Source: an optimization exercise on an open RTL-to-GDS flow (aim: small area). Production flows keep margins and buffers that such runs may drop.
The RTL was checked by simulation tests, not by an equivalence proof against the original design.
Power and IR drop assume default switching activity.

==> flow/design.v <==
`timescale 1ns / 1ps
module digits(
    input  [5:0] value,
    input        sel_tens,
    output [3:0] bcd
    );
    wire [3:0] tens = value / 10;
    wire [3:0] ones = value % 10;
    assign bcd = sel_tens ? tens : ones;
endmodule
`timescale 1ns / 1ps
module seven_seg(
    input clk,
    input por,
    input reset,
    input st23,                
    input [5:0] seconds,
    input [5:0] minutes,
    input [4:0] hours,
    input blink_lo,            
    input blink_hi,            
    input blink_phase,         
    output reg [0:6] seg,
    output reg [3:0] digit
    );
    reg [3:0] scan;            
    reg [3:0] cur;             
    wire [3:0] scan_nxt = por ? 4'd0 : scan + 4'd1;
    wire [1:0] sel_nxt  = scan_nxt[3:2];
    always @(posedge clk or posedge reset)
        if (reset) scan <= 0;
        else       scan <= scan_nxt;
    wire [5:0] val = sel_nxt[1] ? (st23 ? minutes : {1'b0, hours})
                                : (st23 ? seconds : minutes);
    wire [3:0] bcd;
    digits digits_1(.value(val), .sel_tens(sel_nxt[0]), .bcd(bcd));
    always @(posedge clk or posedge reset)
        if (reset) cur <= 0;
        else       cur <= bcd;
    always @* begin
        case (scan[3:2])
            2'b00: digit = 4'b1110;
            2'b01: digit = 4'b1101;
            2'b10: digit = 4'b1011;
            2'b11: digit = 4'b0111;
        endcase
    end
    wire dark = ~blink_phase & (scan[3] ? blink_hi : blink_lo);
    always @* begin
        seg = 7'b111_1111;
        if (!dark)
            case (cur)
                4'd0: seg = 7'b000_0001;
                4'd1: seg = 7'b100_1111;
                4'd2: seg = 7'b001_0010;
                4'd3: seg = 7'b000_0110;
                4'd4: seg = 7'b100_1100;
                4'd5: seg = 7'b010_0100;
                4'd6: seg = 7'b010_0000;
                4'd7: seg = 7'b000_1111;
                4'd8: seg = 7'b000_0000;
                4'd9: seg = 7'b000_0100;
                default: seg = 7'b111_1111;
            endcase
    end
endmodule
`timescale 1ns / 1ps
module top(input clk, por, reset, start_stop, mode, edit_shift, inc,
           output reg buzzer, output [0:6] seg, output [3:0] digit, output [4:0] mode_value);
reg [1:0] edit_place;
reg [5:0] seconds, minutes;
reg [4:0] hours;
reg [5:0] seconds_temp, minutes_temp;
reg [4:0] hours_temp;
reg [5:0] al_minutes;
reg [4:0] al_hours;
reg [4:0] day_temp;
reg [3:0] month_temp;
reg tm_state, tm_nstate;
reg sw_state, sw_nstate;
reg alarm_state, alarm_nstate;
reg [2:0] state;     
reg adv;             
reg moved;           
reg trigger;
reg [4:0] scount;    
reg [4:0] a_count;   
wire st0 = ~state[2] & ~state[1] & ~state[0];
wire st1 = ~state[1] & state[0];
wire st2 = state[1] & ~state[0];
wire st3 = state[1] & state[0];
wire st4 = state[2];
wire [2:0] state_nxt = state[2] ? 3'd0 : state + 3'd1;
assign mode_value = moved ? {st1, st2, st3, st4, st0} : {st0, st1, st2, st3, st4};
reg [4:0] c25;
reg half, sclk;
wire c25_end = c25[4] & c25[3];    
always @(posedge clk) begin
    if (por) begin
        c25 <= 0; half <= 0; sclk <= 0;
    end else if (c25_end) begin
        c25 <= 0;
        half <= ~half;
        if (half) sclk <= ~sclk;
    end else
        c25 <= c25 + 5'd1;
end
wire tick    = sclk & ~half & (c25 == 5'd0);    
wire tick_49 = sclk & half & c25_end;           
wire lt15 = scount < 5'd15;
wire s15  = scount == 5'd15;
wire s16  = scount == 5'd16;
wire gt15 = ~lt15 & ~s15;
wire ge15 = ~lt15;
wire [4:0] sc_inc = scount + {4'd0, ~&scount};
wire R = reset, M = mode, E = edit_shift, I = inc, S = start_stop;
wire al = alarm_state, tm = tm_state, sw = sw_state;
wire trig = trigger;
wire [1:0] ep = edit_place;
wire ep0 = ep == 2'd0, ep1 = ep == 2'd1;
wire c_AS  = st0 & ~M & al & S;
wire c_I   = st0 & ~M & ~(al & S) & I;
wire c_rel = st0 & ~M & ~(al & S) & ~I;
wire e_R   = st1 & R;
wire e_M   = st1 & ~R & M;
wire e_E   = st1 & ~R & ~M & E;
wire e_I   = st1 & ~R & ~M & ~E & I;
wire e_rel = st1 & ~R & ~M & ~E & ~I;
wire t0    = st2 & ~tm;
wire t_R   = t0 & R;
wire t_M   = t0 & ~R & M;
wire t_I   = t0 & ~R & ~M & I;
wire t_E   = t0 & ~R & ~M & ~I & E;
wire t_S   = t0 & ~R & ~M & ~I & ~E & S;
wire t_rel = t0 & ~R & ~M & ~I & ~E & ~S;
wire t_S1  = st2 & tm & S;
wire t_run = st2 & tm & ~S & tick & tm_nstate;
wire w0    = st3 & ~sw;
wire w_R   = w0 & R;
wire w_M   = w0 & ~R & M;
wire w_S   = w0 & ~R & ~M & S;
wire w_rel = w0 & ~R & ~M & ~S;
wire w_S1  = st3 & sw & S;
wire w_run = st3 & sw & ~S & tick & sw_nstate;
wire a_M   = st4 & M;
wire a_S   = st4 & ~M & S;
wire a_I   = st4 & ~M & ~S & ~al & I;
wire a_E   = st4 & ~M & ~S & ~al & ~I & E;
wire a_rel = st4 & ~M & ~S & ~(~al & (I | E));
wire any_M = st0 & M | e_M | t_M | w_M | a_M;
wire step  = c_rel | e_rel | t_rel | w_rel | a_rel;         
wire idle  = step | st2 & tm & ~S | st3 & sw & ~S;          
wire sec_z   = seconds == 6'd0;
wire sec_59  = seconds == 6'd59;
wire sec_lt59 = seconds < 6'd59;
wire min_z   = minutes == 6'd0;
wire min_lt59 = minutes < 6'd59;
wire [5:0] sec_up = sec_lt59 ? seconds + 6'd1 : 6'd0;
wire [5:0] sec_dn = sec_z ? 6'd59 : seconds - 6'd1;
wire c1 = st1 & ep[1];         
wire min_lt = c1 ? (minutes < 6'd12) : st2 ? (minutes < 6'd60) : min_lt59;
wire [5:0] min_up = min_lt ? minutes + 6'd1 : {5'd0, c1};
wire [5:0] min_dn = minutes - 6'd1;
wire [4:0] mlen = {4'b1111, month_temp[0] ^ month_temp[3]};    
wire hr_lt = c1 ? ((minutes == 6'd2) ? (hours < 5'd28) : (hours < mlen)) : (hours < 5'd23);
wire [4:0] hr_up = hr_lt ? hours + 5'd1 : {4'd0, c1};
wire t_keep = t_R & gt15 | t_I & gt15 | t_run & min_z & sec_z;
wire w_keep = w_R & gt15 | w_run & ~min_lt59 & sec_59;
wire m_up  = e_I & s15 & ~ep[0] | t_I & s15 & ep1 | w_run & min_lt59 & ~sec_lt59 | a_I & s15 & ep0;
wire m_dn  = t_run & ~min_z & sec_z;
wire m_c   = e_R & s15 | t_R & s15 | w_R & s15 |
             trig & (st2 & ~t_keep & ~m_up & ~m_dn | st3 & ~w_keep & ~m_up);
wire m_al  = c_AS & ge15 | trig & st4 & ~m_up;
wire m_mo  = c_I & ge15 | e_rel & ep[1];
wire m_mt  = c_rel | e_rel & ~ep[1];
wire m_keep = ~(m_up | m_dn | m_c | m_al | m_mo | m_mt);
wire [5:0] minutes_nxt = {6{m_keep}} & minutes | {6{m_up}} & min_up | {6{m_dn}} & min_dn |
                         {6{m_c}} & {5'd0, c1} | {6{m_al}} & al_minutes |
                         {6{m_mo}} & {2'd0, month_temp} | {6{m_mt}} & minutes_temp;
wire s_up = t_I & s15 & ~ep1 | w_run & ~(~min_lt59 & sec_59);
wire s_dn = t_run & ~(min_z & sec_z);
wire s_z  = e_R & s15 & ~ep[1] | t_R & s15 | w_R & s15 |
            trig & (st2 & ~t_keep & ~s_up & ~s_dn | st3 & ~w_keep & ~s_up);
wire s_t  = c_rel;
wire s_keep = ~(s_up | s_dn | s_z | s_t);
wire [5:0] seconds_nxt = {6{s_keep}} & seconds | {6{s_up}} & sec_up | {6{s_dn}} & sec_dn |
                         {6{s_t}} & seconds_temp;
wire h_up = e_I & s15 & ep[0] | a_I & s15 & ep1;
wire h_c  = e_R & s15;
wire h_al = c_AS & ge15 | trig & st4 & ~h_up;
wire h_dy = c_I & ge15 | e_rel & ep[1];
wire h_ht = c_rel | e_rel & ~ep[1];
wire h_keep = ~(h_up | h_c | h_al | h_dy | h_ht);
wire [4:0] hours_nxt = {5{h_keep}} & hours | {5{h_up}} & hr_up | {5{h_c}} & {4'd0, c1} |
                       {5{h_al}} & al_hours | {5{h_dy}} & day_temp | {5{h_ht}} & hours_temp;
wire blink_any = (st0 & al & S & scount > 5'd1) | (st0 & I & scount > 5'd14) | (st3 & ~sw);
seven_seg seven_seg_1(
    .clk(clk), .por(por), .reset(reset), .st23(state[1]),
    .seconds(seconds), .minutes(minutes), .hours(hours),
    .blink_lo(blink_any | (st1 & ~ep[0]) | (st2 & ~tm & ep0) | (st4 & ~al & ep0)),
    .blink_hi(blink_any | (st1 & ep[0]) | (st2 & ~tm & ep1) | (st4 & ~al & ep1)),
    .blink_phase(half), .seg(seg), .digit(digit));
wire commit_t = st1 & ~ep[1] & s16;
wire sec_t59 = seconds_temp == 6'd59;
wire min_t59 = minutes_temp == 6'd59;
wire hr_t23  = hours_temp == 5'd23;
always @(posedge clk) begin
  if (por) begin
    seconds_temp <= 0;
    minutes_temp <= 0;
    hours_temp <= 0;
    buzzer <= 0;
    a_count <= 0;
  end else begin
    if (tick)
      seconds_temp <= sec_t59 ? 6'd0 : seconds_temp + 6'd1;
    else if (commit_t & R)
      seconds_temp <= seconds;
    if (tick & sec_t59)
      minutes_temp <= min_t59 ? 6'd0 : minutes_temp + 6'd1;
    else if (commit_t & (R | I))
      minutes_temp <= minutes;
    if (tick & sec_t59 & min_t59)
      hours_temp <= hr_t23 ? 5'd0 : hours_temp + 5'd1;
    else if (commit_t & (R | I))
      hours_temp <= hours;
    if (hours_temp == al_hours && minutes_temp == al_minutes && al) begin
      if (seconds_temp == 0)
        buzzer <= 1;
      else if (S && buzzer) begin
        if (a_count == 15)
          buzzer <= 0;
        a_count <= a_count + {4'd0, ~a_count[4]};
      end else
        a_count <= 0;
    end else begin
      a_count <= 0;
      buzzer <= 0;
    end
  end
end
wire day_end = sec_t59 & min_t59 & hr_t23 & tick_49;
wire commit_d = st1 & ep[1] & s16 & (R | I);
wire roll = (month_temp == 4'd2 & day_temp == 5'd28) | (day_temp == mlen);
always @(posedge clk) begin
  if (por) begin
    day_temp <= 1;
    month_temp <= 1;
  end else begin
    if (day_end)
      day_temp <= roll ? 5'd1 : day_temp + 5'd1;
    else if (commit_d)
      day_temp <= hours;
    if (day_end & roll)
      month_temp <= (month_temp == 4'd12) ? 4'd1 : month_temp + 4'd1;
    else if (commit_d)
      month_temp <= minutes[3:0];
  end
end
always @(posedge clk) begin
  if (por) begin
    edit_place <= 0;
    seconds <= 0;
    minutes <= 0;
    hours <= 0;
    al_minutes <= 0;
    al_hours <= 0;
    tm_state <= 0;
    tm_nstate <= 0;
    sw_state <= 0;
    sw_nstate <= 0;
    alarm_state <= 0;
    alarm_nstate <= 0;
    state <= 0;
    adv <= 0;
    moved <= 0;
    trigger <= 0;
    scount <= 0;
  end else begin
    seconds <= seconds_nxt;
    minutes <= minutes_nxt;
    hours <= hours_nxt;
    scount <= idle ? 5'd0 : ((c_AS | c_I) & ge15) ? scount : sc_inc;
    moved <= step & adv;
    if (step & adv) begin
      state <= state_nxt;
      adv <= 0;
    end else if (any_M & s15)
      adv <= 1;
    trigger <= st0 & (trig | M & s15) | e_M & gt15 | e_rel & adv |
               t_M & s15 | t_rel & adv | w_M & gt15 | w_rel & adv;
    if (e_E & s15)
      edit_place <= ep + 2'd1;
    else if ((t_E | a_E) & s15)
      edit_place <= {1'b0, ep0};
    else if (trig & ~st0)
      edit_place <= 0;
    if (t_S & s15) tm_nstate <= 1;
    else if (t_S1 & s15 | t_run & min_z & sec_z) tm_nstate <= 0;
    if (t_rel | st2 & tm & ~S) tm_state <= tm_nstate;
    if (w_S & s15) sw_nstate <= 1;
    else if (w_S1 & s15 | w_run & ~min_lt59 & sec_59) sw_nstate <= 0;
    if (w_rel | st3 & sw & ~S) sw_state <= sw_nstate;
    if (a_S & s15) alarm_nstate <= ~al;
    if (c_rel | a_rel) alarm_state <= alarm_nstate;
    if (a_rel & ~al) begin
      al_minutes <= minutes;
      al_hours <= hours;
    end
  end
end
endmodule
Settings: LEC_CHECK=0, CAP_MARGIN=20, CORE_MARGIN=2, CORE_UTILIZATION=40, SLEW_MARGIN=20; clock period 10.0 ns.
run.sh (not shown) runs the stock make flow with config.mk's settings and CLKGATE_MAP_FILE= SYNTH_SCRIPT=/design/flow/synth_recipe.tcl, a recipe that flattens the netlist after the stock synthesis.
Change:
--- a/flow/design.v
+++ b/flow/design.v
@@ -292,9 +292,9 @@
     if (e_E & s15)
       edit_place <= ep + 2'd1;
     else if ((t_E | a_E) & s15)
       edit_place <= {1'b0, ep0};
-    else if (trig & ~st0)
+    else if (trig & ~st0 & ~((e_E | t_E | a_E) & gt15))
       edit_place <= 0;
     if (t_S & s15) tm_nstate <= 1;
     else if (t_S1 & s15 | t_run & min_z & sec_z) tm_nstate <= 0;
     if (t_rel | st2 & tm & ~S) tm_state <= tm_nstate;
=>
- core utilization came out lower by 0.42 points
- hold slack got worse by 0.0041 ns
- die area came out lower by 1.6%
- global-route usage came out lower by 0.94 points
- first-iteration DRC count came out lower by 11%
- fmax came out lower by 1.1%
- setup slack got worse by 0.072 ns
- final cell count came out lower by 1.2%
- design area came out lower by 1.6%
- power came out lower by 1.7%

afterwards: timing with drivers on the ports:
Ports are ideal in the flow. The routed layouts listed here were re-timed in OpenROAD. Step 1 sets driving cells, clkbuf_16 on the clock port and buf_2 on the other inputs (assumed; they add their load-dependent delay and slew). Step 2 times the ports against the registers' clock, not the clock port: input delays grow and output delays shrink by t, the midpoint of the rising clock arrivals with the driver on. Three values: no drivers, after step 1, after step 2; two values: the first two.
| run | t (ns) | setup slack, ns | pins driven straight from the clock port |
|---|---|---|---|
| the first run | 0.405 | 3.565 / 3.589 / 3.183 | 1 |
| the second run | 0.393 | 3.493 / 3.469 / 3.469 | 1 |
After both steps setup and hold are still met in every run listed. The setup slack of the first run, which loses most, moves by +0.024 ns with the drivers and by -0.382 ns with both steps.
